This design comes from an exercise in tuning for small area on the open sky130 flow, not from production work. RTL that was checked went through simulation tests only; none was proved equivalent to the original. For run 2, only the layout was checked, not whether the RTL still works.

==> flow/design.v, too long to show whole: its modules and the start of the top module <==
// module Cordic: 1764 lines
module Cordic(input clk, input signed [15:0] Xin, input signed [15:0] Yin, output signed [15:0] norm, output signed [15:0] inclination);
  // ...
==> flow/flow/run.sh <==
#!/bin/bash
# Layout flow: the standard ORFS flow (same config.mk, same synth_recipe.tcl,
# same registers), except that
#  - flow/premap.py first maps the RTL's explicit full/half adders (wires fs/fc,
#    hs/hc) onto sky130 fa_1/ha_1 cells, so Yosys's adder extraction and its
#    generic "abc -fast" pass are not needed (ADDER_MAP_FILE empty,
#    SYNTH_ARGS=-noabc); ABC still maps all the other logic;
#  - the port buffers that ORFS puts on every input and output are buf_1.
# Each tool's output goes to a log file in this folder (and ORFS's own logs
# under orfs/logs).
set -euo pipefail
W=$(pwd)
python3 flow/premap.py design.v premapped.v > premap.log 2>&1
export SYNTH_ARGS=-noabc
export BUFFER_PORTS_ARGS="-buffer_cell sky130_fd_sc_hd__buf_1"
make -C "$FLOW_HOME" DESIGN_CONFIG="$W/config.mk" WORK_HOME="$W/orfs" CLKGATE_MAP_FILE= \
  SYNTH_SCRIPT="$W/synth_recipe.tcl" VERILOG_FILES="$W/premapped.v" ADDER_MAP_FILE= \
  finish > make.log 2>&1
R="$W/orfs/results/$FLOW_PLATFORM/Cordic/base"
: # left out here: write the final layout as DEF
==> flow/flow/premap.py <==
#!/usr/bin/env python3
"""Replace the full/half adders of the generated RTL (wires fs<n>/fc<n> and
hs<n>/hc<n> with the same operands) by sky130 fa_1/ha_1 cell instances, so that
synthesis keeps them as written.  Everything else, including every register, is
left as it is.  Usage: premap.py design.v out.v"""
import re, sys
src = open(sys.argv[1]).read()
pat = re.compile(r'^\s*wire\s+(f[sc]|h[sc])(\d+)\s*=\s*(.*?);\s*$', re.M)
fa_s, fa_c, ha_s, ha_c = {}, {}, {}, {}
for m in pat.finditer(src):
    kind, num, e = m.group(1), m.group(2), m.group(3)
    name = kind + num
    if kind == 'fs':
        ops = [x.strip() for x in e.split('^')]
        assert len(ops) == 3, e
        fa_s[tuple(sorted(ops))] = (name, ops)
    elif kind == 'fc':
        mm = re.match(r'\((\S+) & (\S+)\) \| \((\S+) & \((\S+) \^ (\S+)\)\)$', e)
        assert mm, e
        ops = [mm.group(1), mm.group(2), mm.group(3)]
        fa_c[tuple(sorted(ops))] = (name, ops)
    elif kind == 'hs':
        ops = [x.strip() for x in e.split('^')]
        ha_s[tuple(sorted(ops))] = (name, ops)
    else:
        ops = [x.strip() for x in e.split('&')]
        ha_c[tuple(sorted(ops))] = (name, ops)
mapped = set(); cells = []
k = 0
for key, (sn, ops) in fa_s.items():
    if key in fa_c:
        cn = fa_c[key][0]
        mapped |= {sn, cn}
        cells.append('  sky130_fd_sc_hd__fa_1 pfa%d (.A(%s), .B(%s), .CIN(%s), .SUM(%s), .COUT(%s));' % (k, ops[0], ops[1], ops[2], sn, cn))
        k += 1
for key, (sn, ops) in ha_s.items():
    if key in ha_c:
        cn = ha_c[key][0]
        mapped |= {sn, cn}
        cells.append('  sky130_fd_sc_hd__ha_1 pha%d (.A(%s), .B(%s), .SUM(%s), .COUT(%s));' % (k, ops[0], ops[1], sn, cn))
        k += 1
def repl(m):
    name = m.group(1) + m.group(2)
    if name in mapped: return '  wire %s;' % name
    return m.group(0)
out = pat.sub(repl, src)
out = out.replace('endmodule', '\n'.join(cells) + '\nendmodule', 1)
open(sys.argv[2], 'w').write(out)
print('premap: %d cells, %d wires' % (k, len(mapped)))
==> flow/standard.sh <==
#!/bin/bash
# synth_recipe.tcl (not shown) runs the flow's synth.tcl, then flattens the netlist and writes it again
# the make line also repeats each setting of config.mk as NAME=value (left out here)
make -C /OpenROAD-flow-scripts/flow DESIGN_CONFIG=/design/flow/config.mk WORK_HOME=/design/flow/orfs CLKGATE_MAP_FILE= SYNTH_SCRIPT=/design/flow/synth_recipe.tcl "${@:-finish}"
==> flow/config.mk <==
export PLATFORM = sky130hd
export DESIGN_NAME = Cordic
export DESIGN_NICKNAME = Cordic
export VERILOG_FILES = /design/flow/design.v
export SDC_FILE = /design/flow/constraint.sdc
export NUM_CORES = 4
export LEC_CHECK = 0
export CAP_MARGIN = 20
export CORE_MARGIN = 2
export CORE_UTILIZATION = 40
export CTS_BUF_LIST = sky130_fd_sc_hd__clkbuf_8
export CTS_CLUSTER_DIAMETER = 60
export CTS_CLUSTER_SIZE = 20
export SLEW_MARGIN = 20
==> flow/constraint.sdc <==
create_clock -name core_clock -period 7.0 [get_ports {clk}]
set_input_delay 1.4000 -clock core_clock [delete_from_list [all_inputs] [get_ports {clk}]]
set_output_delay 1.4000 -clock core_clock [all_outputs]
set_load 0.01 [all_outputs]
==> results.py, run 1 <==
metrics = {
    "outcome": {
        "status": "no timing/DRC/antenna violations",
    },
    "placed_design": {
        "port_buffers": 63,
    },
    "timing": {
        "hold_slack_ns": 0.3107,
        "hold_violations": 0,
        "fin_crit_ns": 6.642,
        "slew_headroom": 0.5271,
        "fmax_ghz": 0.1506,
    },
    "clock_network": {
        "clk_latency_ns": 0.57,
        "post_cts_buffers": 0,
        "cts_root_buffer": "clkbuf_8",
        "cts_tree": "built",
        "cts_hold_buffers": 0,
    },
    "routing": {
        "drc": 0,
        "drt_first_pass_iters": 4,
        "viasPerCell": 4.097,
    },
    "synth": {
        "syn_inst": 1081,
        "yosys-top-cells-area": "dfxtp_1 (41%), fa_1 (33%), xor2_1 (5.5%)",
        "synth_async_sr_flop_share": 0,
        "synthMuxAreaShare": 0.005112,
        "yosys.cell_count.top_type": "dfxtp_1",
    },
    "die": {
        "die_x_um": 198.8,
        "num_io_pins": 65,
        "die-area_um2": 39510,
    },
    "global_routing": {
        "grt_use_met3": 0.01695,
    },
    "layout": {
        "antenna_cells": 0,
        "inv_count": 123,
        "fillCellCount": 3521,
        "multi_input_gates": 614,
        "layout.nonclk_buf_frac": 0.01974,
        "utilization": 0.4396,
    },
    "hold_path": {
        "hold_path.startpoint": "r4_187",
    },
    "critical_path": {
        "path_delay_family": "adder cells",
        "crit_cells": 18,
        "critPathMaxFanout": 3,
        "worstPathCellList": "xor2_4 -> inv_1 -> fa_1 -> or3_1 -> fa_1 -> fa_2 -> nor2_2 -> fa_2 -> nand2b_1 -> fa_1 -> fa_2 -> nor2_1 -> ha_1 -> ha_1 -> inv_1 -> fa_1 -> xor2_1 -> clkbuf_2",
    },
}
==> run 2, diff against run 1 <==
--- a/flow/design.v
+++ b/flow/design.v
@@ -8,7 +8,7 @@
   reg r7_16;
   reg r8_16;
   reg r9_16;
-  reg r1_32;
+  reg r1_33;
   reg r2_33;
   reg r3_33;
   reg r4_33;
@@ -24,33 +24,30 @@
   reg r1_66;
   reg r1_80;
   reg r1_81;
-  reg r1_86;
   reg r1_88;
   reg r1_90;
+  reg r1_92;
+  reg r1_94;
   reg r1_98;
-  reg r1_100;
   reg r1_104;
   reg r1_106;
-  reg r1_108;
   reg r1_109;
-  reg r1_124;
   reg r1_127;
   reg r1_131;
   reg r1_135;
-  reg r1_139;
-  reg r1_143;
-  reg r1_147;
-  reg r1_151;
-  reg r1_155;
-  reg r1_159;
-  reg r1_160;
+  reg r1_136;
+  reg r1_137;
+  reg r1_141;
+  reg r1_145;
+  reg r1_149;
+  reg r1_153;
+  reg r1_157;
   reg r1_161;
   reg r1_165;
   reg r1_169;
   reg r1_173;
   reg r1_174;
-  reg r2_183;
-  reg r2_185;
+  reg r1_187;
   reg r2_187;
   reg r3_187;
   reg r4_187;
@@ -60,11 +57,13 @@
   reg r8_187;
   reg r1_189;
   reg r1_190;
-  reg r1_194;
-  reg r1_195;
+  reg r1_191;
   reg r1_196;
+  reg r1_198;
   reg r1_199;
+  reg r1_202;
   reg r9_205;
+  reg r1_207;
   reg r2_208;
   reg r2_210;
   reg r2_212;
@@ -79,7 +78,8 @@
   reg r2_230;
   reg r2_232;
   reg r2_234;
-  reg r2_235;
+  reg r2_236;
+  reg r2_238;
   reg r2_297;
   reg r3_297;
   reg r4_297;
@@ -116,19 +116,17 @@
   reg r3_337;
   reg r3_339;
   reg r3_341;
-  reg r4_341;
   reg r3_343;
-  reg r4_343;
   reg r3_345;
-  reg r4_345;
   reg r3_347;
-  reg r4_347;
   reg r3_404;
   reg r4_405;
   reg r5_405;
   reg r6_405;
   reg r7_405;
   reg r8_405;
+  reg r9_405;
+  reg r3_409;
   reg r3_410;
   reg r3_411;
   reg r3_412;
@@ -142,7 +140,6 @@
   reg r3_420;
   reg r3_421;
   reg r3_422;
-  reg r9_423;
   reg r4_426;
   reg r4_428;
   reg r4_430;
@@ -155,11 +152,13 @@
   reg r4_444;
   reg r4_446;
   reg r4_448;
-  reg r4_449;
+  reg r4_450;
+  reg r4_452;
+  reg r4_454;
+  reg r4_456;
   reg r3_471;
-  reg r3_474;
-  reg r3_475;
-  reg r4_512;
+  reg r3_472;
+  reg r4_513;
   reg r5_513;
   reg r6_513;
   reg r7_513;
@@ -198,7 +197,6 @@
   reg r4_582;
   reg r4_583;
   reg r5_618;
-  reg r5_626;
   reg r5_627;
   reg r5_628;
   reg r5_629;
@@ -229,7 +227,8 @@
   reg r5_686;
   reg r5_688;
   reg r5_690;
-  reg r5_691;
+  reg r5_692;
+  reg r5_693;
   reg r6_725;
   reg r7_725;
   reg r8_725;
@@ -243,7 +242,6 @@
   reg r6_741;
   reg r6_742;
   reg r9_743;
-  reg r7_759;
   reg r7_761;
   reg r7_763;
   reg r7_765;
@@ -252,11 +250,10 @@
   reg r7_771;
   reg r7_773;
   reg r7_775;
-  reg r6_799;
+  reg r6_801;
   reg r7_828;
   reg r8_828;
   reg r9_829;
-  reg r7_846;
   reg r7_850;
   reg r7_852;
   reg r7_854;
@@ -264,8 +261,8 @@
   reg r7_858;
   reg r7_860;
   reg r7_862;
-  reg r7_863;
-  reg r8_878;
+  reg r7_864;
+  reg r7_865;
   reg r8_880;
   reg r9_882;
   reg r9_883;
@@ -273,22 +270,21 @@
   reg r7_885;
   reg r8_885;
   reg r9_885;
-  reg r9_890;
   reg r9_891;
   reg r9_892;
   reg r9_918;
-  reg r8_997;
   reg r8_1001;
   reg r8_1005;
   reg r8_1012;
   reg r8_1019;
   reg r8_1025;
-  reg r8_1028;
   reg r8_1029;
-  reg r8_1030;
+  reg r8_1032;
+  reg r8_1033;
+  reg r8_1035;
   reg r8_1085;
   reg r8_1087;
-  reg r8_1091;
+  reg r8_1089;
   reg r9_1094;
   reg r8_1096;
   reg r9_1101;
@@ -299,8 +295,9 @@
   reg r8_1117;
   reg r9_1122;
   reg r8_1125;
-  reg r8_1126;
   reg r9_1130;
+  reg r8_1132;
+  reg r8_1133;
   reg r9_1136;
   reg r9_1143;
   reg r9_1149;
@@ -343,7 +340,7 @@
   wire n30 = Yin[13];
   wire n31 = Yin[14];
   wire n32 = Yin[15];
-  wire n33 = r1_16 ^ r1_32;
+  wire n33 = n16 ^ n32;
   wire n34 = n16;
   wire n35 = n32;
   wire n36 = n17 ^ n35;
@@ -448,32 +445,32 @@
   wire hc136 = hc132 & fs133;
   wire fs137 = n39 ^ n54 ^ fc134;
   wire fc138 = (n39 & n54) | (fc134 & (n39 ^ n54));
-  wire hs139 = hc136 ^ fs137;
-  wire hc140 = hc136 & fs137;
+  wire hs139 = r1_136 ^ r1_137;
+  wire hc140 = r1_136 & r1_137;
   wire fs141 = n40 ^ n55 ^ fc138;
   wire fc142 = (n40 & n55) | (fc138 & (n40 ^ n55));
-  wire hs143 = hc140 ^ fs141;
-  wire hc144 = hc140 & fs141;
+  wire hs143 = hc140 ^ r1_141;
+  wire hc144 = hc140 & r1_141;
   wire fs145 = n41 ^ n56 ^ fc142;
   wire fc146 = (n41 & n56) | (fc142 & (n41 ^ n56));
-  wire hs147 = hc144 ^ fs145;
-  wire hc148 = hc144 & fs145;
+  wire hs147 = hc144 ^ r1_145;
+  wire hc148 = hc144 & r1_145;
   wire fs149 = n42 ^ n57 ^ fc146;
   wire fc150 = (n42 & n57) | (fc146 & (n42 ^ n57));
-  wire hs151 = hc148 ^ fs149;
-  wire hc152 = hc148 & fs149;
+  wire hs151 = hc148 ^ r1_149;
+  wire hc152 = hc148 & r1_149;
   wire fs153 = n43 ^ n58 ^ fc150;
   wire fc154 = (n43 & n58) | (fc150 & (n43 ^ n58));
-  wire hs155 = hc152 ^ fs153;
-  wire hc156 = hc152 & fs153;
+  wire hs155 = hc152 ^ r1_153;
+  wire hc156 = hc152 & r1_153;
   wire fs157 = n44 ^ n59 ^ fc154;
   wire fc158 = (n44 & n59) | (fc154 & (n44 ^ n59));
-  wire hs159 = hc156 ^ fs157;
-  wire hc160 = hc156 & fs157;
+  wire hs159 = hc156 ^ r1_157;
+  wire hc160 = hc156 & r1_157;
   wire fs161 = n45 ^ n60 ^ fc158;
   wire fc162 = (n45 & n60) | (fc158 & (n45 ^ n60));
-  wire hs163 = r1_160 ^ r1_161;
-  wire hc164 = r1_160 & r1_161;
+  wire hs163 = hc160 ^ r1_161;
+  wire hc164 = hc160 & r1_161;
   wire fs165 = n46 ^ n61 ^ fc162;
   wire fc166 = (n46 & n61) | (fc162 & (n46 ^ n61));
   wire hs167 = hc164 ^ r1_165;
@@ -495,66 +492,66 @@
   wire hs183 = hc180 ^ fs181;
   wire hc184 = hc180 & fs181;
   wire fs185 = r1_66 ^ fc182 ^ hc184;
-  wire n187 = r1_32 ^ r1_124;
+  wire n187 = n32 ^ n124;
   wire n188 = n82 ~^ n123;
   wire n189 = n188;
   wire n190 = fs84 ^ n189;
-  wire n191 = r1_86 ^ r1_189;
+  wire n191 = fs86 ^ n189;
   wire n192 = r1_88 ^ r1_189;
   wire n193 = r1_90 ^ r1_189;
-  wire n194 = fs92 ^ n189;
-  wire n195 = fs94 ^ n189;
+  wire n194 = r1_92 ^ r1_189;
+  wire n195 = r1_94 ^ r1_189;
   wire n196 = fs96 ^ n189;
   wire n197 = r1_98 ^ r1_189;
-  wire n198 = r1_100 ^ r1_189;
+  wire n198 = fs100 ^ n189;
   wire n199 = fs102 ^ n189;
   wire n200 = r1_104 ^ r1_189;
   wire n201 = r1_106 ^ r1_189;
-  wire n202 = r1_108 ^ r1_189;
+  wire n202 = fs108 ^ n189;
   wire n203 = fs110 ^ r1_189;
   wire n204 = fs112 ^ r1_189;
   wire n205 = r8_16 ^ r8_187;
-  wire n206 = r1_32 ~^ r1_124;
+  wire n206 = n32 ~^ n124;
   wire n207 = n206;
-  wire fs208 = r1_127 ^ n191 ^ n207;
-  wire fc209 = (r1_127 & n191) | (n207 & (r1_127 ^ n191));
+  wire fs208 = r1_127 ^ r1_191 ^ r1_207;
+  wire fc209 = (r1_127 & r1_191) | (r1_207 & (r1_127 ^ r1_191));
   wire fs210 = r1_131 ^ n192 ^ fc209;
   wire fc211 = (r1_131 & n192) | (fc209 & (r1_131 ^ n192));
   wire fs212 = r1_135 ^ n193 ^ fc211;
   wire fc213 = (r1_135 & n193) | (fc211 & (r1_135 ^ n193));
-  wire fs214 = r1_139 ^ r1_194 ^ fc213;
-  wire fc215 = (r1_139 & r1_194) | (fc213 & (r1_139 ^ r1_194));
-  wire fs216 = r1_143 ^ r1_195 ^ fc215;
-  wire fc217 = (r1_143 & r1_195) | (fc215 & (r1_143 ^ r1_195));
-  wire fs218 = r1_147 ^ r1_196 ^ fc217;
-  wire fc219 = (r1_147 & r1_196) | (fc217 & (r1_147 ^ r1_196));
-  wire fs220 = r1_151 ^ n197 ^ fc219;
-  wire fc221 = (r1_151 & n197) | (fc219 & (r1_151 ^ n197));
-  wire fs222 = r1_155 ^ n198 ^ fc221;
-  wire fc223 = (r1_155 & n198) | (fc221 & (r1_155 ^ n198));
-  wire fs224 = r1_159 ^ r1_199 ^ fc223;
-  wire fc225 = (r1_159 & r1_199) | (fc223 & (r1_159 ^ r1_199));
+  wire fs214 = hs139 ^ n194 ^ fc213;
+  wire fc215 = (hs139 & n194) | (fc213 & (hs139 ^ n194));
+  wire fs216 = hs143 ^ n195 ^ fc215;
+  wire fc217 = (hs143 & n195) | (fc215 & (hs143 ^ n195));
+  wire fs218 = hs147 ^ r1_196 ^ fc217;
+  wire fc219 = (hs147 & r1_196) | (fc217 & (hs147 ^ r1_196));
+  wire fs220 = hs151 ^ n197 ^ fc219;
+  wire fc221 = (hs151 & n197) | (fc219 & (hs151 ^ n197));
+  wire fs222 = hs155 ^ r1_198 ^ fc221;
+  wire fc223 = (hs155 & r1_198) | (fc221 & (hs155 ^ r1_198));
+  wire fs224 = hs159 ^ r1_199 ^ fc223;
+  wire fc225 = (hs159 & r1_199) | (fc223 & (hs159 ^ r1_199));
   wire fs226 = hs163 ^ n200 ^ fc225;
   wire fc227 = (hs163 & n200) | (fc225 & (hs163 ^ n200));
   wire fs228 = hs167 ^ n201 ^ fc227;
   wire fc229 = (hs167 & n201) | (fc227 & (hs167 ^ n201));
-  wire fs230 = hs171 ^ n202 ^ fc229;
-  wire fc231 = (hs171 & n202) | (fc229 & (hs171 ^ n202));
+  wire fs230 = hs171 ^ r1_202 ^ fc229;
+  wire fc231 = (hs171 & r1_202) | (fc229 & (hs171 ^ r1_202));
   wire fs232 = hs175 ^ n203 ^ fc231;
   wire fc233 = (hs175 & n203) | (fc231 & (hs175 ^ n203));
   wire fs234 = hs179 ^ n204 ^ fc233;
   wire fc235 = (hs179 & n204) | (fc233 & (hs179 ^ n204));
-  wire hs236 = r2_183 ^ r2_235;
-  wire hc237 = r2_183 & r2_235;
-  wire hs238 = r2_185 ^ hc237;
+  wire hs236 = hs183 ^ fc235;
+  wire hc237 = hs183 & fc235;
+  wire hs238 = fs185 ^ hc237;
   wire n240 = ~r1_131;
   wire n241 = ~r1_135;
-  wire n242 = ~r1_139;
-  wire n243 = ~r1_143;
-  wire n244 = ~r1_147;
-  wire n245 = ~r1_151;
-  wire n246 = ~r1_155;
-  wire n247 = ~r1_159;
+  wire n242 = ~hs139;
+  wire n243 = ~hs143;
+  wire n244 = ~hs147;
+  wire n245 = ~hs151;
+  wire n246 = ~hs155;
+  wire n247 = ~hs159;
   wire n248 = ~hs163;
   wire n249 = ~hs167;
   wire n250 = ~hs171;
@@ -565,37 +562,37 @@
   wire n255 = r1_190 ^ n240;
   wire n256 = ~r1_190 & ~n240;
   wire n257 = ~n256;
-  wire fs258 = n191 ^ n241 ^ n257;
-  wire fc259 = (n191 & n241) | (n257 & (n191 ^ n241));
+  wire fs258 = r1_191 ^ n241 ^ n257;
+  wire fc259 = (r1_191 & n241) | (n257 & (r1_191 ^ n241));
   wire fs260 = n192 ^ n242 ^ fc259;
   wire fc261 = (n192 & n242) | (fc259 & (n192 ^ n242));
   wire fs262 = n193 ^ n243 ^ fc261;
   wire fc263 = (n193 & n243) | (fc261 & (n193 ^ n243));
-  wire fs264 = r1_194 ^ n244 ^ fc263;
-  wire fc265 = (r1_194 & n244) | (fc263 & (r1_194 ^ n244));
-  wire fs266 = r1_195 ^ n245 ^ fc265;
-  wire fc267 = (r1_195 & n245) | (fc265 & (r1_195 ^ n245));
+  wire fs264 = n194 ^ n244 ^ fc263;
+  wire fc265 = (n194 & n244) | (fc263 & (n194 ^ n244));
+  wire fs266 = n195 ^ n245 ^ fc265;
+  wire fc267 = (n195 & n245) | (fc265 & (n195 ^ n245));
   wire fs268 = r1_196 ^ n246 ^ fc267;
   wire fc269 = (r1_196 & n246) | (fc267 & (r1_196 ^ n246));
   wire fs270 = n197 ^ n247 ^ fc269;
   wire fc271 = (n197 & n247) | (fc269 & (n197 ^ n247));
-  wire fs272 = n198 ^ n248 ^ fc271;
-  wire fc273 = (n198 & n248) | (fc271 & (n198 ^ n248));
+  wire fs272 = r1_198 ^ n248 ^ fc271;
+  wire fc273 = (r1_198 & n248) | (fc271 & (r1_198 ^ n248));
   wire fs274 = r1_199 ^ n249 ^ fc273;
   wire fc275 = (r1_199 & n249) | (fc273 & (r1_199 ^ n249));
   wire fs276 = n200 ^ n250 ^ fc275;
   wire fc277 = (n200 & n250) | (fc275 & (n200 ^ n250));
   wire fs278 = n201 ^ n251 ^ fc277;
   wire fc279 = (n201 & n251) | (fc277 & (n201 ^ n251));
-  wire fs280 = n202 ^ n252 ^ fc279;
-  wire fc281 = (n202 & n252) | (fc279 & (n202 ^ n252));
+  wire fs280 = r1_202 ^ n252 ^ fc279;
+  wire fc281 = (r1_202 & n252) | (fc279 & (r1_202 ^ n252));
   wire fs282 = n203 ^ n253 ^ fc281;
   wire fc283 = (n203 & n253) | (fc281 & (n203 ^ n253));
   wire fs284 = n204 ^ n254 ^ fc283;
   wire n286 = n201 & n251;
   wire n287 = ~n201 & ~n251;
-  wire n288 = (n202 & n252) | (n286 & (n202 ^ n252));
-  wire n289 = (n202 & n252) | (~n287 & (n202 ^ n252));
+  wire n288 = (r1_202 & n252) | (n286 & (r1_202 ^ n252));
+  wire n289 = (r1_202 & n252) | (~n287 & (r1_202 ^ n252));
   wire n290 = (n203 & n253) | (n288 & (n203 ^ n253));
   wire n291 = (n203 & n253) | (n289 & (n203 ^ n253));
   wire n292 = (n204 & n254) | (n290 & (n204 ^ n254));
@@ -603,7 +600,7 @@
   wire n294 = fc277 & n293;
   wire n295 = ~n292 & ~n294;
   wire n296 = n254 ^ n295;
-  wire n297 = n187 ^ n296;
+  wire n297 = r1_187 ^ n296;
   wire n298 = n254 ~^ n295;
   wire n299 = n298;
   wire n300 = n255 ^ n299;
@@ -651,9 +648,9 @@
   wire fc342 = (r2_232 & r2_314) | (fc340 & (r2_232 ^ r2_314));
   wire hs343 = r2_234 ^ fc342;
   wire hc344 = r2_234 & fc342;
-  wire hs345 = hs236 ^ hc344;
-  wire hc346 = hs236 & hc344;
-  wire hs347 = hs238 ^ hc346;
+  wire hs345 = r2_236 ^ hc344;
+  wire hc346 = r2_236 & hc344;
+  wire hs347 = r2_238 ^ hc346;
   wire n349 = ~r2_212;
   wire n350 = ~r2_214;
   wire n351 = ~r2_216;
@@ -666,8 +663,8 @@
   wire n358 = ~r2_230;
   wire n359 = ~r2_232;
   wire n360 = ~r2_234;
-  wire n361 = ~hs236;
-  wire n362 = ~hs238;
+  wire n361 = ~r2_236;
+  wire n362 = ~r2_238;
   wire n363 = r2_300 ^ n349;
   wire n364 = r2_300 & ~n349;
   wire n365 = ~n364;
@@ -727,7 +724,7 @@
   wire n420 = fs388 ^ n407;
   wire n421 = fs390 ^ n407;
   wire n422 = fs392 ^ n407;
-  wire n423 = r8_16 ^ r8_405;
+  wire n423 = r9_16 ^ r9_405;
   wire n424 = r3_297 ~^ r3_404;
   wire n425 = n424;
   wire fs426 = r3_317 ^ r3_411 ^ n425;
@@ -754,15 +751,15 @@
   wire fc447 = (r3_337 & r3_421) | (fc445 & (r3_337 ^ r3_421));
   wire fs448 = r3_339 ^ r3_422 ^ fc447;
   wire fc449 = (r3_339 & r3_422) | (fc447 & (r3_339 ^ r3_422));
-  wire hs450 = r4_341 ^ r4_449;
-  wire hc451 = r4_341 & r4_449;
-  wire hs452 = r4_343 ^ hc451;
-  wire hc453 = r4_343 & hc451;
-  wire hs454 = r4_345 ^ hc453;
-  wire hc455 = r4_345 & hc453;
-  wire hs456 = r4_347 ^ hc455;
+  wire hs450 = r3_341 ^ fc449;
+  wire hc451 = r3_341 & fc449;
+  wire hs452 = r3_343 ^ hc451;
+  wire hc453 = r3_343 & hc451;
+  wire hs454 = r3_345 ^ hc453;
+  wire hc455 = r3_345 & hc453;
+  wire hs456 = r3_347 ^ hc455;
   wire n458 = ~fs323;
-  wire n459 = ~fs325;
+  wire n459 = ~r3_325;
   wire n460 = ~r3_327;
   wire n461 = ~r3_329;
   wire n462 = ~r3_331;
@@ -776,11 +773,11 @@
   wire n470 = ~r3_347;
   wire n471 = n408 ^ n458;
   wire n472 = ~n408 & ~n458;
-  wire n473 = ~n472;
-  wire fs474 = n409 ^ n459 ^ n473;
-  wire fc475 = (n409 & n459) | (n473 & (n409 ^ n459));
-  wire fs476 = r3_410 ^ n460 ^ r3_475;
-  wire fc477 = (r3_410 & n460) | (r3_475 & (r3_410 ^ n460));
+  wire n473 = ~r3_472;
+  wire fs474 = r3_409 ^ n459 ^ n473;
+  wire fc475 = (r3_409 & n459) | (n473 & (r3_409 ^ n459));
+  wire fs476 = r3_410 ^ n460 ^ fc475;
+  wire fc477 = (r3_410 & n460) | (fc475 & (r3_410 ^ n460));
   wire fs478 = r3_411 ^ n461 ^ fc477;
   wire fc479 = (r3_411 & n461) | (fc477 & (r3_411 ^ n461));
   wire fs480 = r3_412 ^ n462 ^ fc479;
@@ -815,11 +812,11 @@
   wire n510 = fc493 & n509;
   wire n511 = ~n508 & ~n510;
   wire n512 = n470 ^ n511;
-  wire n513 = r4_405 ^ r4_512;
+  wire n513 = n405 ^ n512;
   wire n514 = n470 ~^ n511;
   wire n515 = n514;
   wire n516 = r3_471 ^ n515;
-  wire n517 = r3_474 ^ n515;
+  wire n517 = fs474 ^ n515;
   wire n518 = fs476 ^ n515;
   wire n519 = fs478 ^ n515;
   wire n520 = fs480 ^ n515;
@@ -834,7 +831,7 @@
   wire n529 = fs498 ^ n515;
   wire n530 = fs500 ^ n515;
   wire n531 = r8_16 ^ r8_513;
-  wire n532 = n513;
+  wire n532 = r4_513;
   wire fs533 = r4_426 ^ r4_520 ^ n532;
   wire fc534 = (r4_426 & r4_520) | (n532 & (r4_426 ^ r4_520));
   wire fs535 = r4_428 ^ r4_521 ^ fc534;
@@ -859,13 +856,13 @@
   wire fc554 = (r4_446 & r4_530) | (fc552 & (r4_446 ^ r4_530));
   wire hs555 = r4_448 ^ fc554;
   wire hc556 = r4_448 & fc554;
-  wire hs557 = hs450 ^ hc556;
-  wire hc558 = hs450 & hc556;
-  wire hs559 = hs452 ^ hc558;
-  wire hc560 = hs452 & hc558;
-  wire hs561 = hs454 ^ hc560;
-  wire hc562 = hs454 & hc560;
-  wire hs563 = hs456 ^ hc562;
+  wire hs557 = r4_450 ^ hc556;
+  wire hc558 = r4_450 & hc556;
+  wire hs559 = r4_452 ^ hc558;
+  wire hc560 = r4_452 & hc558;
+  wire hs561 = r4_454 ^ hc560;
+  wire hc562 = r4_454 & hc560;
+  wire hs563 = r4_456 ^ hc562;
   wire n565 = ~fs434;
   wire n566 = ~fs436;
   wire n567 = ~fs438;
@@ -874,10 +871,10 @@
   wire n570 = ~r4_444;
   wire n571 = ~r4_446;
   wire n572 = ~r4_448;
-  wire n573 = ~hs450;
-  wire n574 = ~hs452;
-  wire n575 = ~hs454;
-  wire n576 = ~hs456;
+  wire n573 = ~r4_450;
+  wire n574 = ~r4_452;
+  wire n575 = ~r4_454;
+  wire n576 = ~r4_456;
   wire n577 = n516 ^ n565;
   wire n578 = n516 & ~n565;
   wire n579 = ~n578;
@@ -974,7 +971,7 @@
   wire n673 = ~fs545;
   wire n674 = ~fs547;
   wire n675 = ~fs549;
-  wire n676 = ~r5_551;
+  wire n676 = ~fs551;
   wire n677 = ~r5_553;
   wire n678 = ~r5_555;
   wire n679 = ~r5_557;
@@ -990,10 +987,10 @@
   wire fc689 = (n624 & n674) | (fc687 & (n624 ^ n674));
   wire fs690 = n625 ^ n675 ^ fc689;
   wire fc691 = (n625 & n675) | (fc689 & (n625 ^ n675));
-  wire fs692 = r5_626 ^ n676 ^ r5_691;
-  wire fc693 = (r5_626 & n676) | (r5_691 & (r5_626 ^ n676));
-  wire fs694 = r5_627 ^ n677 ^ fc693;
-  wire fc695 = (r5_627 & n677) | (fc693 & (r5_627 ^ n677));
+  wire fs692 = n626 ^ n676 ^ fc691;
+  wire fc693 = (n626 & n676) | (fc691 & (n626 ^ n676));
+  wire fs694 = r5_627 ^ n677 ^ r5_693;
+  wire fc695 = (r5_627 & n677) | (r5_693 & (r5_627 ^ n677));
   wire fs696 = r5_628 ^ n678 ^ fc695;
   wire fc697 = (r5_628 & n678) | (fc695 & (r5_628 ^ n678));
   wire fs698 = r5_629 ^ n679 ^ fc697;
@@ -1029,7 +1026,7 @@
   wire n729 = r5_686 ^ n727;
   wire n730 = r5_688 ^ n727;
   wire n731 = r5_690 ^ n727;
-  wire n732 = fs692 ^ n727;
+  wire n732 = r5_692 ^ n727;
   wire n733 = fs694 ^ n727;
   wire n734 = fs696 ^ n727;
   wire n735 = fs698 ^ n727;
@@ -1079,7 +1076,7 @@
   wire n780 = ~fs658;
   wire n781 = ~hs660;
   wire n782 = ~hs662;
-  wire n783 = ~r6_664;
+  wire n783 = ~hs664;
   wire n784 = ~r6_666;
   wire n785 = ~r6_668;
   wire n786 = ~r6_670;
@@ -1090,9 +1087,9 @@
   wire fc795 = (n731 & n780) | (fc793 & (n731 ^ n780));
   wire fc797 = (n732 & n781) | (fc795 & (n732 ^ n781));
   wire fc799 = (n733 & n782) | (fc797 & (n733 ^ n782));
-  wire fc801 = (r6_734 & n783) | (r6_799 & (r6_734 ^ n783));
-  wire fs802 = r6_735 ^ n784 ^ fc801;
-  wire fc803 = (r6_735 & n784) | (fc801 & (r6_735 ^ n784));
+  wire fc801 = (n734 & n783) | (fc799 & (n734 ^ n783));
+  wire fs802 = r6_735 ^ n784 ^ r6_801;
+  wire fc803 = (r6_735 & n784) | (r6_801 & (r6_735 ^ n784));
   wire fs804 = r6_736 ^ n785 ^ fc803;
   wire fc805 = (r6_736 & n785) | (fc803 & (r6_736 ^ n785));
   wire fs806 = r6_737 ^ n786 ^ fc805;
@@ -1145,10 +1142,10 @@
   wire fc861 = (fs755 & n844) | (fc859 & (fs755 ^ n844));
   wire fs862 = fs757 ^ n845 ^ fc861;
   wire fc863 = (fs757 & n845) | (fc861 & (fs757 ^ n845));
-  wire fs864 = r7_759 ^ r7_846 ^ r7_863;
-  wire fc865 = (r7_759 & r7_846) | (r7_863 & (r7_759 ^ r7_846));
-  wire hs866 = r7_761 ^ fc865;
-  wire hc867 = r7_761 & fc865;
+  wire fs864 = fs759 ^ n846 ^ fc863;
+  wire fc865 = (fs759 & n846) | (fc863 & (fs759 ^ n846));
+  wire hs866 = r7_761 ^ r7_865;
+  wire hc867 = r7_761 & r7_865;
   wire hs868 = r7_763 ^ hc867;
   wire hc869 = r7_763 & hc867;
   wire hs870 = r7_765 ^ hc869;
@@ -1170,13 +1167,13 @@
   wire fs887 = r9_883 ^ r9_885 ^ n886;
   wire fc888 = (r9_883 & r9_885) | (n886 & (r9_883 ^ r9_885));
   wire n889 = n315 ^ n531;
-  wire n890 = n315 & n531;
+  wire n890 = r9_315 & r9_531;
   wire fs891 = n743 ^ fc884 ^ n889;
   wire fc892 = (n743 & fc884) | (n889 & (n743 ^ fc884));
   wire n893 = fc888 ^ r9_891;
   wire n894 = ~fc888 & ~r9_891;
-  wire n896 = ~r9_205 & r9_890;
-  wire n897 = r9_205 ~^ r9_890;
+  wire n896 = ~r9_205 & n890;
+  wire n897 = r9_205 ~^ n890;
   wire fs898 = r9_885 ^ r9_892 ^ n897;
   wire fc899 = (r9_885 & r9_892) | (n897 & (r9_885 ^ r9_892));
   wire n900 = n894 ^ fs898;
@@ -1221,8 +1218,8 @@
   wire fc940 = (r9_531 & r9_918) | (fc933 & (r9_531 ^ r9_918));
   wire fs941 = fc935 ^ fc938 ^ fs939;
   wire fc942 = (fc935 & fc938) | (fs939 & (fc935 ^ fc938));
-  wire n943 = r9_423 ^ fc940;
-  wire n944 = ~r9_423 & fc940;
+  wire n943 = n423 ^ fc940;
+  wire n944 = ~n423 & fc940;
   wire n945 = fc942 ^ n943;
   wire n946 = ~fc942 & n943;
   wire n948 = r9_315 & n944;
@@ -1251,16 +1248,16 @@
   wire fc972 = (r7_852 & r7_858) | (r7_862 & (r7_852 ^ r7_858));
   wire fs973 = fc968 ^ hc970 ^ fs971;
   wire fc974 = (fc968 & hc970) | (fs971 & (fc968 ^ hc970));
-  wire fs975 = r7_854 ^ r7_860 ^ fs864;
-  wire fc976 = (r7_854 & r7_860) | (fs864 & (r7_854 ^ r7_860));
+  wire fs975 = r7_854 ^ r7_860 ^ r7_864;
+  wire fc976 = (r7_854 & r7_860) | (r7_864 & (r7_854 ^ r7_860));
   wire fs977 = fc972 ^ fc974 ^ fs975;
   wire fc978 = (fc972 & fc974) | (fs975 & (fc972 ^ fc974));
   wire fs979 = r7_856 ^ r7_862 ^ hs866;
   wire fc980 = (r7_856 & r7_862) | (hs866 & (r7_856 ^ r7_862));
   wire fs981 = fc976 ^ fc978 ^ fs979;
   wire fc982 = (fc976 & fc978) | (fs979 & (fc976 ^ fc978));
-  wire fs983 = r7_858 ^ fs864 ^ hs868;
-  wire fc984 = (r7_858 & fs864) | (hs868 & (r7_858 ^ fs864));
+  wire fs983 = r7_858 ^ r7_864 ^ hs868;
+  wire fc984 = (r7_858 & r7_864) | (hs868 & (r7_858 ^ r7_864));
   wire fs985 = fc980 ^ fc982 ^ fs983;
   wire fc986 = (fc980 & fc982) | (fs983 & (fc980 ^ fc982));
   wire fs987 = r7_860 ^ hs866 ^ hs870;
@@ -1271,8 +1268,8 @@
   wire fc992 = (r7_862 & hs868) | (hs872 & (r7_862 ^ hs868));
   wire fs993 = fc988 ^ fc990 ^ fs991;
   wire fc994 = (fc988 & fc990) | (fs991 & (fc988 ^ fc990));
-  wire fs995 = fs864 ^ hs870 ^ hs874;
-  wire fc996 = (fs864 & hs870) | (hs874 & (fs864 ^ hs870));
+  wire fs995 = r7_864 ^ hs870 ^ hs874;
+  wire fc996 = (r7_864 & hs870) | (hs874 & (r7_864 ^ hs870));
   wire fs997 = fc992 ^ fc994 ^ fs995;
   wire fc998 = (fc992 & fc994) | (fs995 & (fc992 ^ fc994));
   wire fs999 = hs866 ^ hs872 ^ hs876;
@@ -1307,13 +1304,13 @@
   wire n1028 = ~hs876 & fc1023;
   wire hs1029 = fc1026 ^ n1027;
   wire hc1030 = fc1026 & n1027;
-  wire n1031 = r8_878 ^ r8_1028;
-  wire n1032 = ~r8_878 & r8_1028;
-  wire hs1033 = r8_1030 ^ n1031;
-  wire hc1034 = r8_1030 & n1031;
+  wire n1031 = hs878 ^ n1028;
+  wire n1032 = ~hs878 & n1028;
+  wire hs1033 = hc1030 ^ n1031;
+  wire hc1034 = hc1030 & n1031;
   wire n1035 = ~hc1034;
-  wire fs1036 = r8_880 ^ n1032 ^ n1035;
-  wire fc1037 = (r8_880 & n1032) | (n1035 & (r8_880 ^ n1032));
+  wire fs1036 = r8_880 ^ r8_1032 ^ r8_1035;
+  wire fc1037 = (r8_880 & r8_1032) | (r8_1035 & (r8_880 ^ r8_1032));
   wire n1039 = ~r7_850 & ~r7_852;
   wire n1041 = ~hs961 & n1039;
   wire n1043 = ~fs963 & n1041;
@@ -1354,9 +1351,9 @@
   wire n1088 = ~n1082;
   wire fs1089 = fs973 ^ fs989 ^ n1088;
   wire fc1090 = (fs973 & fs989) | (n1088 & (fs973 ^ fs989));
-  wire n1091 = ~fs1089;
-  wire fs1092 = r8_1005 ^ r8_1085 ^ r8_1091;
-  wire fc1093 = (r8_1005 & r8_1085) | (r8_1091 & (r8_1005 ^ r8_1085));
+  wire n1091 = ~r8_1089;
+  wire fs1092 = r8_1005 ^ r8_1085 ^ n1091;
+  wire fc1093 = (r8_1005 & r8_1085) | (n1091 & (r8_1005 ^ r8_1085));
   wire n1094 = r8_1087 ^ fs1092;
   wire n1095 = r8_1087 & ~fs1092;
   wire fs1096 = fs977 ^ fs993 ^ fc1090;
@@ -1390,21 +1387,21 @@
   wire n1124 = fc1006 ~^ fs1010;
   wire fs1125 = fs993 ^ fc1118 ^ n1124;
   wire fc1126 = (fs993 & fc1118) | (n1124 & (fs993 ^ fc1118));
-  wire n1127 = ~hs1033;
+  wire n1127 = ~r8_1033;
   wire fs1128 = fc1121 ^ r8_1125 ^ n1127;
   wire fc1129 = (fc1121 & r8_1125) | (n1127 & (fc1121 ^ r8_1125));
   wire hs1130 = hc1123 ^ fs1128;
   wire hc1131 = hc1123 & fs1128;
-  wire fs1132 = r8_997 ^ r8_1019 ^ r8_1126;
-  wire fc1133 = (r8_997 & r8_1019) | (r8_1126 & (r8_997 ^ r8_1019));
-  wire fs1134 = fs1036 ^ fc1129 ^ fs1132;
-  wire fc1135 = (fs1036 & fc1129) | (fs1132 & (fs1036 ^ fc1129));
+  wire fs1132 = fs997 ^ hs1019 ^ fc1126;
+  wire fc1133 = (fs997 & hs1019) | (fc1126 & (fs997 ^ hs1019));
+  wire fs1134 = fs1036 ^ fc1129 ^ r8_1132;
+  wire fc1135 = (fs1036 & fc1129) | (r8_1132 & (fs1036 ^ fc1129));
   wire hs1136 = hc1131 ^ fs1134;
   wire hc1137 = hc1131 & fs1134;
   wire n1139 = ~r8_1001 & ~r8_1025;
   wire n1140 = r8_1001 ~^ r8_1025;
-  wire fs1141 = fc1037 ^ fc1133 ^ n1140;
-  wire fc1142 = (fc1037 & fc1133) | (n1140 & (fc1037 ^ fc1133));
+  wire fs1141 = fc1037 ^ r8_1133 ^ n1140;
+  wire fc1142 = (fc1037 & r8_1133) | (n1140 & (fc1037 ^ r8_1133));
   wire fs1143 = fc1135 ^ hc1137 ^ fs1141;
   wire fc1144 = (fc1135 & hc1137) | (fs1141 & (fc1135 ^ hc1137));
   wire n1145 = r8_1005 ^ n1139;
@@ -1415,8 +1412,8 @@
   wire hc1150 = fc1144 & fs1147;
   wire n1152 = r8_1012 & n1146;
   wire n1153 = r8_1012 ~^ n1146;
-  wire fs1154 = hs1033 ^ fc1148 ^ n1153;
-  wire fc1155 = (hs1033 & fc1148) | (n1153 & (hs1033 ^ fc1148));
+  wire fs1154 = r8_1033 ^ fc1148 ^ n1153;
+  wire fc1155 = (r8_1033 & fc1148) | (n1153 & (r8_1033 ^ fc1148));
   wire hs1156 = hc1150 ^ fs1154;
   wire hc1157 = hc1150 & fs1154;
   wire n1158 = r8_1019 ^ n1152;
@@ -1435,8 +1432,8 @@
   wire n1171 = ~r8_1029 & fc1166;
   wire hs1172 = fc1169 ^ n1170;
   wire hc1173 = fc1169 & n1170;
-  wire n1174 = hs1033 ^ n1171;
-  wire n1175 = ~hs1033 & n1171;
+  wire n1174 = r8_1033 ^ n1171;
+  wire n1175 = ~r8_1033 & n1171;
   wire hs1176 = hc1173 ^ n1174;
   wire hc1177 = hc1173 & n1174;
   wire n1179 = fs1036 & n1175;
@@ -1455,8 +1452,8 @@
     r7_16 <= r6_16;
     r8_16 <= r7_16;
     r9_16 <= r8_16;
-    r1_32 <= n32;
-    r2_33 <= n33;
+    r1_33 <= n33;
+    r2_33 <= r1_33;
     r3_33 <= r2_33;
     r4_33 <= r3_33;
     r5_33 <= r4_33;
@@ -1471,34 +1468,31 @@
     r1_66 <= n66;
     r1_80 <= n80;
     r1_81 <= n81;
-    r1_86 <= fs86;
     r1_88 <= fs88;
     r1_90 <= fs90;
+    r1_92 <= fs92;
+    r1_94 <= fs94;
     r1_98 <= fs98;
-    r1_100 <= fs100;
     r1_104 <= fs104;
     r1_106 <= fs106;
-    r1_108 <= fs108;
     r1_109 <= fc109;
-    r1_124 <= n124;
     r1_127 <= hs127;
     r1_131 <= hs131;
     r1_135 <= hs135;
-    r1_139 <= hs139;
-    r1_143 <= hs143;
-    r1_147 <= hs147;
-    r1_151 <= hs151;
-    r1_155 <= hs155;
-    r1_159 <= hs159;
-    r1_160 <= hc160;
+    r1_136 <= hc136;
+    r1_137 <= fs137;
+    r1_141 <= fs141;
+    r1_145 <= fs145;
+    r1_149 <= fs149;
+    r1_153 <= fs153;
+    r1_157 <= fs157;
     r1_161 <= fs161;
     r1_165 <= fs165;
     r1_169 <= fs169;
     r1_173 <= fs173;
     r1_174 <= fc174;
-    r2_183 <= hs183;
-    r2_185 <= fs185;
-    r2_187 <= n187;
+    r1_187 <= n187;
+    r2_187 <= r1_187;
     r3_187 <= r2_187;
     r4_187 <= r3_187;
     r5_187 <= r4_187;
@@ -1507,11 +1501,13 @@
     r8_187 <= r7_187;
     r1_189 <= n189;
     r1_190 <= n190;
-    r1_194 <= n194;
-    r1_195 <= n195;
+    r1_191 <= n191;
     r1_196 <= n196;
+    r1_198 <= n198;
     r1_199 <= n199;
+    r1_202 <= n202;
     r9_205 <= n205;
+    r1_207 <= n207;
     r2_208 <= fs208;
     r2_210 <= fs210;
     r2_212 <= fs212;
@@ -1526,7 +1522,8 @@
     r2_230 <= fs230;
     r2_232 <= fs232;
     r2_234 <= fs234;
-    r2_235 <= fc235;
+    r2_236 <= hs236;
+    r2_238 <= hs238;
     r2_297 <= n297;
     r3_297 <= r2_297;
     r4_297 <= r3_297;
@@ -1563,19 +1560,17 @@
     r3_337 <= fs337;
     r3_339 <= fs339;
     r3_341 <= fs341;
-    r4_341 <= r3_341;
     r3_343 <= hs343;
-    r4_343 <= r3_343;
     r3_345 <= hs345;
-    r4_345 <= r3_345;
     r3_347 <= hs347;
-    r4_347 <= r3_347;
     r3_404 <= n404;
     r4_405 <= n405;
     r5_405 <= r4_405;
     r6_405 <= r5_405;
     r7_405 <= r6_405;
     r8_405 <= r7_405;
+    r9_405 <= r8_405;
+    r3_409 <= n409;
     r3_410 <= n410;
     r3_411 <= n411;
     r3_412 <= n412;
@@ -1589,7 +1584,6 @@
     r3_420 <= n420;
     r3_421 <= n421;
     r3_422 <= n422;
-    r9_423 <= n423;
     r4_426 <= fs426;
     r4_428 <= fs428;
     r4_430 <= fs430;
@@ -1602,12 +1596,14 @@
     r4_444 <= fs444;
     r4_446 <= fs446;
     r4_448 <= fs448;
-    r4_449 <= fc449;
+    r4_450 <= hs450;
+    r4_452 <= hs452;
+    r4_454 <= hs454;
+    r4_456 <= hs456;
     r3_471 <= n471;
-    r3_474 <= fs474;
-    r3_475 <= fc475;
-    r4_512 <= n512;
-    r5_513 <= n513;
+    r3_472 <= n472;
+    r4_513 <= n513;
+    r5_513 <= r4_513;
     r6_513 <= r5_513;
     r7_513 <= r6_513;
     r8_513 <= r7_513;
@@ -1645,7 +1641,6 @@
     r4_582 <= fs582;
     r4_583 <= fc583;
     r5_618 <= n618;
-    r5_626 <= n626;
     r5_627 <= n627;
     r5_628 <= n628;
     r5_629 <= n629;
@@ -1676,7 +1671,8 @@
     r5_686 <= fs686;
     r5_688 <= fs688;
     r5_690 <= fs690;
-    r5_691 <= fc691;
+    r5_692 <= fs692;
+    r5_693 <= fc693;
     r6_725 <= n725;
     r7_725 <= r6_725;
     r8_725 <= r7_725;
@@ -1690,7 +1686,6 @@
     r6_741 <= n741;
     r6_742 <= n742;
     r9_743 <= n743;
-    r7_759 <= fs759;
     r7_761 <= fs761;
     r7_763 <= hs763;
     r7_765 <= hs765;
@@ -1699,11 +1694,10 @@
     r7_771 <= hs771;
     r7_773 <= hs773;
     r7_775 <= hs775;
-    r6_799 <= fc799;
+    r6_801 <= fc801;
     r7_828 <= n828;
     r8_828 <= r7_828;
     r9_829 <= n829;
-    r7_846 <= n846;
     r7_850 <= fs850;
     r7_852 <= fs852;
     r7_854 <= fs854;
@@ -1711,8 +1705,8 @@
     r7_858 <= fs858;
     r7_860 <= fs860;
     r7_862 <= fs862;
-    r7_863 <= fc863;
-    r8_878 <= hs878;
+    r7_864 <= fs864;
+    r7_865 <= fc865;
     r8_880 <= hs880;
     r9_882 <= n882;
     r9_883 <= fs883;
@@ -1720,22 +1714,21 @@
     r7_885 <= r6_885;
     r8_885 <= r7_885;
     r9_885 <= r8_885;
-    r9_890 <= n890;
     r9_891 <= fs891;
     r9_892 <= fc892;
     r9_918 <= n918;
-    r8_997 <= fs997;
     r8_1001 <= fs1001;
     r8_1005 <= fs1005;
     r8_1012 <= n1012;
     r8_1019 <= hs1019;
     r8_1025 <= fs1025;
-    r8_1028 <= n1028;
     r8_1029 <= hs1029;
-    r8_1030 <= hc1030;
+    r8_1032 <= n1032;
+    r8_1033 <= hs1033;
+    r8_1035 <= n1035;
     r8_1085 <= fc1085;
     r8_1087 <= n1087;
-    r8_1091 <= n1091;
+    r8_1089 <= fs1089;
     r9_1094 <= n1094;
     r8_1096 <= fs1096;
     r9_1101 <= hs1101;
@@ -1746,8 +1739,9 @@
     r8_1117 <= fs1117;
     r9_1122 <= hs1122;
     r8_1125 <= fs1125;
-    r8_1126 <= fc1126;
     r9_1130 <= hs1130;
+    r8_1132 <= fs1132;
+    r8_1133 <= fc1133;
     r9_1136 <= hs1136;
     r9_1143 <= fs1143;
     r9_1149 <= hs1149;
--- a/flow/config.mk
+++ b/flow/config.mk
@@ -9,6 +9,6 @@
 export CORE_MARGIN = 2
 export CORE_UTILIZATION = 40
 export CTS_BUF_LIST = sky130_fd_sc_hd__clkbuf_8
-export CTS_CLUSTER_DIAMETER = 60
-export CTS_CLUSTER_SIZE = 20
+export CTS_CLUSTER_DIAMETER = 100
+export CTS_CLUSTER_SIZE = 16
 export SLEW_MARGIN = 20
==> run 2 against run 1 <==
Via count increased by 1.3%. Critical path depth shrank 2. Critical path type is now flip-flop to flip-flop. Critical endpoint is now r8_1132.
==> results.py, run 2 <==
metrics = {
    "routing": {
        "routedWlPerCell_um": 12.47,
        "drc": 0,
        "viasPerCell": 4.137,
        "totalWireLength_um": 20940,
        "drt_first_pass_iters": 4,
        "ant_nets": 0,
        "dr.first_iter.drc_count": 143,
        "num_vias": 6946,
    },
    "critical_path": {
        "crit_type": "flip-flop to flip-flop",
        "crit_path_start_kind": "flip-flop",
        "ff2ff_setup_slack_ns": 0.30,
        "critPathMaxFanout": 3,
        "worstPathArrival_ns": 7.13,
        "cp_data_required_time_ns": 7.44,
        "crit_path_end_kind": "flip-flop",
    },
    "clock_network": {
        "cts_hold_buffers": 0,
        "clock_path_buffers": 3,
        "cts_sinks": 308,
        "clk_latency_ns": 0.55,
        "clk_pin_slew_ns": 0.10,
        "h-tree-depth": 1,
        "cts_made_buffers": 23,
        "cts_root_buffer": "clkbuf_8",
        "cts_tree": "built",
    },
    "die": {
        "core_um2": 37490,
        "die_x_um": 198.6,
        "dieHeight_um": 198.6,
        "die-area_um2": 39430,
        "num_io_pins": 65,
        "start_util": 0.4040,
        "row_count": 71,
    },
    "synth": {
        "synthSimpleGateAreaFrac": 0.02355,
        "syn_area_um2": 15140,
        "yosys-top-cells-area": "dfxtp_1 (41%), fa_1 (33%), xor2_1 (6.2%)",
        "yosys.area_share.xor_xnor": 0.1121,
        "synth_common_cells": "dfxtp_1 (308), fa_1 (251), inv_1 (121), xor2_1 (108), xnor2_1 (84)",
        "yosys.cell_count.top_type": "dfxtp_1",
        "synth-compound-area-share": 0.01785,
        "syn_inst": 1091,
        "synth-edff-count": 0,
        "synth_fp_nets": 1437,
        "synth.yosys.seq_area_share": 0.4071,
        "syn_avg_cell_area_um2": 13.88,
        "synth-seq-cells": 308,
        "synthMuxAreaShare": 0.003057,
        "synth_async_sr_flop_share": 0,
        "synth_top_family_by_area": "adder cells",
        "synth_cell_types": 51,
        "synth_top_area_share": 0.4071,
        "ys_warn_count": 1,
        "synth_flop_cell": "dfxtp_1",
        "synth_top_cell_by_area": "dfxtp_1",
        "synth_fa_ha_area_frac": 0.3885,
    },
    "placed_design": {
        "placed_area_um2": 15960,
        "port_buffers": 63,
        "dp_cells": 1651,
        "gp_congestion": 0.7924,
        "hpwl_um": 17710,
    },
    "layout": {
        "final_cell_area_um2": 16370,
        "stdcell_count": 1679,
        "drive_gt1_frac": 0.07277,
        "seq_area_um2": 6182,
        "area_delta_synth_final_pct": 8.105,
        "layout_common_cells": "dfxtp_1 (303), fa_1 (235), inv_1 (121)",
        "finalNetCount": 1514,
        "antenna_cells": 0,
        "multi_input_area_um2": 8338,
        "final_common_cell": "dfxtp_1",
        "fillCellCount": 3482,
    },
    "outcome": {
        "status": "no timing/DRC/antenna violations",
    },
    "timing": {
        "finClkSkew_ns": 0.02435,
        "hold_violations": 0,
        "hold_slack_ns": 0.3200,
        "setup_viol": 0,
        "finalMaxSlewViolations": 0,
        "grt_setup_unrepaired": "false",
        "fin_crit_ns": 6.696,
        "tightestPinTransition_ns": 0.7081,
        "slew_headroom": 0.5178,
        "fin_crit_sh": 0.9566,
        "fmax_ghz": 0.1493,
    },
    "global_routing": {
        "antenna_found_initial": 0,
        "grt_usage": 0.1154,
        "grt_first_pass_wirelength_um": 36530,
        "grt_max_degree": 17,
        "gr-total-overflow": 0,
        "grt_pass1_vias": 7992,
    },
    "hold_path": {
        "hp-class": "flip-flop to flip-flop",
    },
    "run": {
        "maxCapViolCount": 0,
    },
}
==> run 2: changes by cell type in the layout (fill, tap and decap cells not counted), moves of 6 or more <==
cell	before	now
xor2_1	95	107
fa_1	245	235
nor2_1	8	14
fa_2	6	16
xnor2_1	92	83
buf_4	9	24
==> run 2: cells by family (layout without fill, tap and decap cells) <==
family          count (synthesis)  count (layout)
fa+ha+maj                     321             321
xor+xnor                      193             193
other cells                     1               1
compound gates                 37              37
buf+inv                       156             233
simple gates                   72              72
flops                         308             308
mux                             3               3
==> run 2: stage by stage <==
step | setup TNS, ns | setup WS, ns | util
2_1_floorplan | 0 | 0.001222 | -
3_3_place_gp | -0.2661 | -0.1214 | 0.4257
3_5_place_dp | -0.5029 | -0.1782 | 0.4257
4_1_cts | 0 | 0.006704 | 0.4350
5_1_grt | 0 | 0.002992 | 0.4367
6_report | 0 | 0.3037 | 0.4367
==> run 2: routing by layer <==
metal	vias to the layer above	routed length (µm)	GRT usage
met5	-	0	0
met4	0	399	0.02957
li1	3451	-	-
met3	27	588	0.01594
met2	75	11960	0.2379
met1	3393	7984	0.1201
==> run 2: cell type report <==
cell class                 count  share of cell area
inverter                     121             0.02774
clock inverter                 2            0.001452
clock buffer                  23             0.01934
timing repair buffer          87             0.02553
tap                          511             0.03905
sequential                   308              0.3776
multi-input combinational    627              0.5093
==> run 2: critical path, cell delays in order (launching register included) <==
cell and delay (ns):
dfxtp_1 0.36, ha_1 0.20, fa_1 0.38, fa_1 0.37, ha_1 0.22, fa_1 0.41, fa_1 0.42, fa_1 0.42
fa_1 0.43, fa_2 0.52, fa_1 0.43, fa_1 0.39, fa_1 0.39, fa_1 0.39, fa_1 0.40, fa_1 0.42
fa_1 0.42
==> run 2: what timing repair did <==
action                                  CTS  global route
gates resized for setup                   2            16
buffers inserted                          0             3
pin swaps                                 0             3
endpoints found under the setup margin    2             5
==> run 2: worst paths after layout <==
check            end   start  cells after the start
max          r8_1132  r7_854                     16
min           r9_885  r8_885                      0
max reg2reg  r8_1132  r7_854                     16
min reg2reg   r9_885  r8_885                      0

==> re-timing with driven ports <==
The flow's constraints put no driver on any port. The routed layouts listed below were extracted and timed again, unchanged, in two steps. Step 1 sets driving cells, clkbuf_16 on the clock port and buf_2 on the other inputs (assumed; they add their load-dependent delay and slew). Step 2 also shifts input and output timing later by t, the mid clock arrival at the registers, as if the neighbouring blocks saw the same clock. Slacks: ideal ports / drivers / drivers and shift; pairs: ideal ports / drivers.
| run | shift t [ns] | setup slack, ns | clock arrival spread, ns | worst register clock-pin slew, ns |
|---|---|---|---|---|
| run 1 | 0.610 | 0.358 / 0.309 / -0.145 | 0.023 / 0.024 | 0.11 / 0.11 |
| run 2 | 0.587 | 0.304 / 0.273 / -0.147 | 0.025 / 0.025 | 0.10 / 0.10 |
Met with ideal ports but missed after step 2: setup timing in run 1 and run 2. For run 1, which loses most, drivers alone change the setup slack by -0.049 ns; drivers and shift together by -0.503 ns.
